Background: an optimization exercise with open tools, aiming at small area, a short achievable clock period and few clock cycles per item. Do not read the settings as production practice.

==> build 54 <==
==> flow/design.v <==
module add32 (
    input  wire [31:0] a,
    input  wire [31:0] b,
    input  wire        cin,
    output wire [31:0] s,
    output wire        cout
);
  wire [32:0] c;
  assign c[0] = cin;
  genvar i;
  generate
    for (i = 0; i < 32; i = i + 1) begin : g_bit
      assign s[i]   = a[i] ^ b[i] ^ c[i];
      assign c[i+1] = (a[i] & b[i]) | (c[i] & (a[i] ^ b[i]));
    end
  endgenerate
  assign cout = c[32];
endmodule
module carry32 (
    input  wire [31:0] a,
    input  wire [31:0] b,
    output wire        cout
);
  wire [32:0] c;
  assign c[0] = 1'b0;
  genvar i;
  generate
    for (i = 0; i < 32; i = i + 1) begin : g_bit
      assign c[i+1] = (a[i] & b[i]) | (c[i] & (a[i] | b[i]));
    end
  endgenerate
  assign cout = c[32];
endmodule
module sneva_alu (
    input  wire        clk,
    input  wire        rst_n,        
    input  wire        in_valid,
    output wire        in_ready,
    input  wire [3:0]  in_op,
    input  wire [31:0] in_a,
    input  wire [31:0] in_b,
    output reg         out_valid,
    output wire [31:0] out_result,
    output reg         out_carry
);
  reg        rdy;         
  reg        rdy_n;       
  reg        s_valid;     
  reg        busy;        
  reg        div2;        
  reg [3:0]  op;
  reg [31:0] x;           
  reg [32:0] y;           
  reg        yb;          
  reg [5:0]  cnt;         
  reg [31:0] z;           
  assign in_ready   = ~rdy_n;
  assign out_result = z;
  wire op_mul = (op == 4'd2);
  wire op_div = (op == 4'd3);
  wire active = s_valid | busy;
  wire bm1 = y[0] ^ yb;
  wire bm2 = (y[1] & ~y[0] & ~yb) | (~y[1] & y[0] & yb);
  reg sel_y, sel_x1, sel_x2, inv, cin;
  always @(*) begin
    sel_y = 1'b0; sel_x1 = 1'b0; sel_x2 = 1'b0; inv = 1'b0; cin = 1'b0;
    case (op)
      4'd0:  begin sel_y = 1'b1; end
      4'd2:  begin sel_x1 = bm1; sel_x2 = bm2; inv = y[1]; cin = y[1]; end
      4'd4:  begin sel_x1 = 1'b1; end
      4'd6:  begin sel_x1 = 1'b1; cin = x[31]; end
      default: begin sel_y = 1'b1; inv = 1'b1; cin = 1'b1; end   
    endcase
  end
  wire [31:0] a_in = op_mul ? (s_valid ? 32'd0 : z) : x;
  wire [31:0] b_in = (({32{sel_y}} & y[31:0]) | ({32{sel_x1}} & x) |
                      ({32{sel_x2}} & {x[30:0], 1'b0})) ^ {32{inv}};
  wire [31:0] sum;
  wire        cout;
  add32 u_add (.a(a_in), .b(b_in), .cin(cin), .s(sum), .cout(cout));
  wire cy;
  carry32 u_cy (.a(x), .b(y[31:0]), .cout(cy));
  wire mul_term  = (y[31:1] == 31'd0) | (x[29:0] == 30'd0);   
  wire mul_term2 = (y[31:3] == 29'd0) | (x[27:0] == 28'd0);   
  wire ge        = cout & ~y[32];                             
  wire go        = ge & ~cnt[5];                              
  wire cnt_is1   = (cnt == 6'd1);
  wire mulact = active & op_mul;
  wire divact = active & op_div;
  wire done_mul = mulact & mul_term;
  wire done_div = divact & (div2 ? cnt_is1 : (~go & (cnt == 6'd0)));
  wire done = (s_valid & ~op_mul & ~op_div) | done_mul | done_div;
  wire final_next = (mulact & ~mul_term & mul_term2) |
                    (divact & ~div2 & ~go & cnt_is1) |
                    (divact & div2 & (cnt == 6'd2));
  reg [3:0] tt;   
  always @(*) begin
    case (op[2:0])
      3'd0: tt = 4'b1000;   
      3'd1: tt = 4'b1110;   
      3'd2: tt = 4'b0110;   
      3'd3: tt = 4'b0001;   
      3'd4: tt = 4'b0111;   
      default: tt = 4'b1001;   
    endcase
  end
  wire [31:0] logic_r;
  genvar gi;
  generate
    for (gi = 0; gi < 32; gi = gi + 1) begin : g_logic
      assign logic_r[gi] = x[gi] ? (y[gi] ? tt[3] : tt[2]) : (y[gi] ? tt[1] : tt[0]);
    end
  endgenerate
  reg [31:0] z_next;
  always @(*) begin
    case (op)
      4'd3:  z_next = div2 ? {z[30:0], ge} : 32'd0;
      4'd5:  z_next = {1'b0, x[31:1]};
      4'd7:  z_next = {x[0], x[31:1]};
      4'd8, 4'd9, 4'd10, 4'd11, 4'd12, 4'd13: z_next = logic_r;
      4'd14: z_next = {31'd0, ~cout};
      4'd15: z_next = {31'd0, sum == 32'd0};   
      default: z_next = sum;   
    endcase
  end
  wire rdy_next = rdy ? ~(in_valid & (in_op[3:1] == 3'b001)) : (done | final_next);
  always @(posedge clk or negedge rst_n) begin
    if (!rst_n) begin
      rdy       <= 1'b1;
      rdy_n     <= 1'b0;
      s_valid   <= 1'b0;
      busy      <= 1'b0;
      div2      <= 1'b0;
      out_valid <= 1'b0;
    end else begin
      s_valid   <= in_valid & rdy;
      busy      <= (mulact | divact) & ~done;
      div2      <= divact & ~done & (div2 | ~go);
      out_valid <= done;
      rdy       <= rdy_next;
      rdy_n     <= ~rdy_next;
    end
  end
  always @(posedge clk) begin
    op <= rdy ? in_op : op;
    if (rdy) begin
      x   <= in_a;
      y   <= {1'b0, in_b};
      yb  <= 1'b0;
      cnt <= 6'd0;
    end else if (op[0]) begin   
      if (div2 & ge) x <= sum;
      y   <= (~div2 & go) ? {y[31:0], 1'b0} : {1'b0, y[32:1]};
      cnt <= (~div2 & go) ? cnt + 6'd1 : (div2 ? cnt - 6'd1 : cnt);
    end else begin              
      x  <= {x[29:0], 2'b00};
      y  <= {2'b00, y[32:2]};
      yb <= y[1];
    end
    z <= z_next;
    if (s_valid) out_carry <= cy;
  end
endmodule
==> flow/run.sh <==
#!/bin/bash
# synth_recipe.tcl (not shown) runs the flow's synth.tcl, then flattens the netlist and writes it again
# the make line also repeats each setting of config.mk as NAME=value (left out here)
make -C /OpenROAD-flow-scripts/flow DESIGN_CONFIG=/design/flow/config.mk WORK_HOME=/design/flow/orfs CLKGATE_MAP_FILE= SYNTH_SCRIPT=/design/flow/synth_recipe.tcl finish
==> flow/config.mk <==
export PLATFORM = sky130hd
export DESIGN_NAME = sneva_alu
export DESIGN_NICKNAME = sneva_alu
export VERILOG_FILES = /design/flow/design.v
export SDC_FILE = /design/flow/constraint.sdc
export NUM_CORES = 4
export LEC_CHECK = 0
export CAP_MARGIN = 20
export CORE_MARGIN = 2
export CORE_UTILIZATION = 40
export CTS_BUF_LIST = sky130_fd_sc_hd__clkbuf_8
export CTS_CLUSTER_DIAMETER = 100
export CTS_CLUSTER_SIZE = 30
export SLEW_MARGIN = 20
==> flow/constraint.sdc <==
create_clock -name core_clock -period 85.0 [get_ports {clk}]
set_input_delay 17.0000 -clock core_clock [delete_from_list [all_inputs] [get_ports {clk}]]
set_output_delay 17.0000 -clock core_clock [all_outputs]
set_load 0.01 [all_outputs]
==> inputs of build 28, as changes to build 54 <==
==> flow/design.v, changed modules only <==
module sneva_alu (
    input  wire        clk,
    input  wire        rst_n,        
    input  wire        in_valid,
    output wire        in_ready,
    input  wire [3:0]  in_op,
    input  wire [31:0] in_a,
    input  wire [31:0] in_b,
    output reg         out_valid,
    output wire [31:0] out_result,
    output reg         out_carry
);
  reg        rdy;         
  reg        rdy_n;       
  reg        s_valid;     
  reg        busy;        
  reg        div2;        
  reg [3:0]  op;
  reg [31:0] x;           
  reg [32:0] y;           
  reg [5:0]  cnt;         
  reg [31:0] z;           
  assign in_ready   = ~rdy_n;
  assign out_result = z;
  wire op_mul = (op == 4'd2);
  wire op_div = (op == 4'd3);
  wire active = s_valid | busy;
  reg       c_ax;    
  reg       c_az;    
  reg [3:0] c_t;     
  reg       c_x2;    
  reg       c_cin;   
  reg       c_rot;   
  wire [31:0] a_in = ({32{c_ax}} & x) | ({32{c_az}} & z);
  wire [31:0] b_in;
  genvar gi;
  generate
    for (gi = 0; gi < 32; gi = gi + 1) begin : g_bin
      wire lut = x[gi] ? (y[gi] ? c_t[3] : c_t[2]) : (y[gi] ? c_t[1] : c_t[0]);
      if (gi == 0) begin : g0
        assign b_in[gi] = lut;
      end else begin : gn
        assign b_in[gi] = lut ^ (c_x2 & x[gi-1]);
      end
    end
  endgenerate
  wire        cin  = c_cin | (c_rot & x[31]);
  wire [31:0] sum;
  wire        cout;
  add32 u_add (.a(a_in), .b(b_in), .cin(cin), .s(sum), .cout(cout));
  wire cy;
  carry32 u_cy (.a(x), .b(y[31:0]), .cout(cy));
  wire mul_term  = (y[31:1] == 31'd0) | (x[29:0] == 30'd0);   
  wire mul_term2 = (y[31:3] == 29'd0) | (x[27:0] == 28'd0);   
  wire ge        = cout & ~y[32];                             
  wire go        = ge & ~cnt[5];                              
  wire cnt_is1   = (cnt == 6'd1);
  wire mulact = active & op_mul;
  wire divact = active & op_div;
  wire done_mul = mulact & mul_term;
  wire done_div = divact & (div2 ? cnt_is1 : (~go & (cnt == 6'd0)));
  wire done = (s_valid & ~op_mul & ~op_div) | done_mul | done_div;
  wire final_next = (mulact & ~mul_term & mul_term2) |
                    (divact & ~div2 & ~go & cnt_is1) |
                    (divact & div2 & (cnt == 6'd2));
  reg [31:0] z_next;
  always @(*) begin
    case (op)
      4'd3:  z_next = div2 ? {z[30:0], ge} : 32'd0;
      4'd5:  z_next = {1'b0, x[31:1]};
      4'd7:  z_next = {x[0], x[31:1]};
      4'd14: z_next = {31'd0, ~cout};
      4'd15: z_next = {31'd0, sum == 32'd0};   
      default: z_next = sum;   
    endcase
  end
  wire nb_y1 = rdy ? in_b[1] : y[3];
  wire nb_y0 = rdy ? in_b[0] : y[2];
  wire nb_yb = rdy ? 1'b0    : y[1];
  wire nb_m1 = nb_y0 ^ nb_yb;
  wire nb_m2 = (nb_y1 & ~nb_y0 & ~nb_yb) | (~nb_y1 & nb_y0 & nb_yb);
  wire in_mul = (in_op == 4'd2);
  wire in_sh  = (in_op == 4'd4) | (in_op == 4'd6);
  wire rdy_next = rdy ? ~(in_valid & (in_op[3:1] == 3'b001)) : (done | final_next);
  always @(posedge clk or negedge rst_n) begin
    if (!rst_n) begin
      rdy       <= 1'b1;
      rdy_n     <= 1'b0;
      s_valid   <= 1'b0;
      busy      <= 1'b0;
      div2      <= 1'b0;
      out_valid <= 1'b0;
    end else begin
      s_valid   <= in_valid & rdy;
      busy      <= (mulact | divact) & ~done;
      div2      <= divact & ~done & (div2 | ~go);
      out_valid <= done;
      rdy       <= rdy_next;
      rdy_n     <= ~rdy_next;
    end
  end
  always @(posedge clk) begin
    op <= rdy ? in_op : op;
    if (rdy) begin
      x   <= in_a;
      y   <= {1'b0, in_b};
      cnt <= 6'd0;
    end else if (op[0]) begin   
      if (div2 & ge) x <= sum;
      y   <= (~div2 & go) ? {y[31:0], 1'b0} : {1'b0, y[32:1]};
      cnt <= (~div2 & go) ? cnt + 6'd1 : (div2 ? cnt - 6'd1 : cnt);
    end else begin              
      x  <= {x[29:0], 2'b00};
      y  <= {2'b00, y[32:2]};
    end
    z <= z_next;
    if (rdy) begin
      c_ax  <= ~in_mul & ~in_op[3] | (in_op[3:1] == 3'b111);   
      c_x2  <= in_mul & nb_m2;
      c_cin <= (in_mul & nb_y1) | ~(in_mul | in_sh | (in_op == 4'd0) | (in_op[3] & ~(in_op[3:1] == 3'b111)));
      c_rot <= (in_op == 4'd6);
      case (in_op)
        4'd0, 4'd5, 4'd7: c_t <= 4'b1010;                
        4'd2:  c_t <= {{2{nb_m1 ^ nb_y1}}, {2{nb_y1}}};   
        4'd4, 4'd6: c_t <= 4'b1100;                      
        4'd8:  c_t <= 4'b1000;                           
        4'd9:  c_t <= 4'b1110;                           
        4'd10: c_t <= 4'b0110;                           
        4'd11: c_t <= 4'b0001;                           
        4'd12: c_t <= 4'b0111;                           
        4'd13: c_t <= 4'b1001;                           
        default: c_t <= 4'b0101;                         
      endcase
    end else if (op_mul) begin
      c_t   <= {{2{nb_m1 ^ nb_y1}}, {2{nb_y1}}};
      c_x2  <= nb_m2;
      c_cin <= nb_y1;
    end
    c_az <= mulact & ~done;
    if (s_valid) out_carry <= cy;
  end
endmodule
==> flow/flow/run.sh (new file) <==
#!/bin/bash
# Standard layout, with the port buffers made from the smallest plain buffer.
set -e
export BUFFER_PORTS_ARGS="-buffer_cell sky130_fd_sc_hd__buf_1"
bash standard.sh > standard.log 2>&1
==> flow/standard.sh (new file) <==
#!/bin/bash
# synth_recipe.tcl (not shown) runs the flow's synth.tcl, then flattens the netlist and writes it again
# the make line also repeats each setting of config.mk as NAME=value (left out here)
make -C /OpenROAD-flow-scripts/flow DESIGN_CONFIG=/design/flow/config.mk WORK_HOME=/design/flow/orfs CLKGATE_MAP_FILE= SYNTH_SCRIPT=/design/flow/synth_recipe.tcl "${@:-finish}"
- ABC_AREA: default -> 1
removed: flow/run.sh
==> run summary <==
P_seq=between 0.00005 and 0.00006 W; status=timing/DRC/antenna clean; Max stage delay on crit path=0.57 ns; reg2reg setup slack=roughly 67 ns; Post-Syn Area=roughly 10000 µm²; commonest non-fill, non-tap cell in the layout=o21ai_1; Post-Place Setup Slack=~67 ns; count leader, synth=o21ai_1; Logic inverters=13
# the run above: build 54

==> run summary <==
status=timing/DRC/antenna clean; Post-Syn Area=8780 µm²; Logic inverters=between 100 and 150; commonest non-fill, non-tap cell in the layout=nand2_1; P_seq=roughly 0.00012 W; Max stage delay on crit path=between 0.3 and 0.4 ns; reg2reg setup slack=67.43 ns
# the run above: build 28

No run of this note included a check of the RTL's function; only the layout flow was run.

## port drivers added, routing unchanged
In the flow no input, the clock included, has a driving cell. The finished layouts below were timed again as built, in two steps.
Step 1 assumes that a clkbuf_16 drives the clock port and a buf_2 every other input.
Step 2 adds t to the input delays and takes it off the output delays; t is the mean of the earliest and latest rising clock arrival at the registers after step 1. Input paths then give back, and output paths get back, about the clock's delay inside the block.
Slacks: ideal / step 1 / step 2; pairs: ideal / step 1.
run	t (ns)	setup slack, ns	clock arrival spread, ns
build 54	0.505	66.526 / 66.482 / 66.987	0.010 / 0.010
build 28	0.506	66.695 / 66.722 / 66.216	0.011 / 0.011
After both steps setup and hold are still met in every run listed. The setup slack of build 28, which loses most, moves by +0.027 ns with the drivers and by -0.479 ns with both steps.
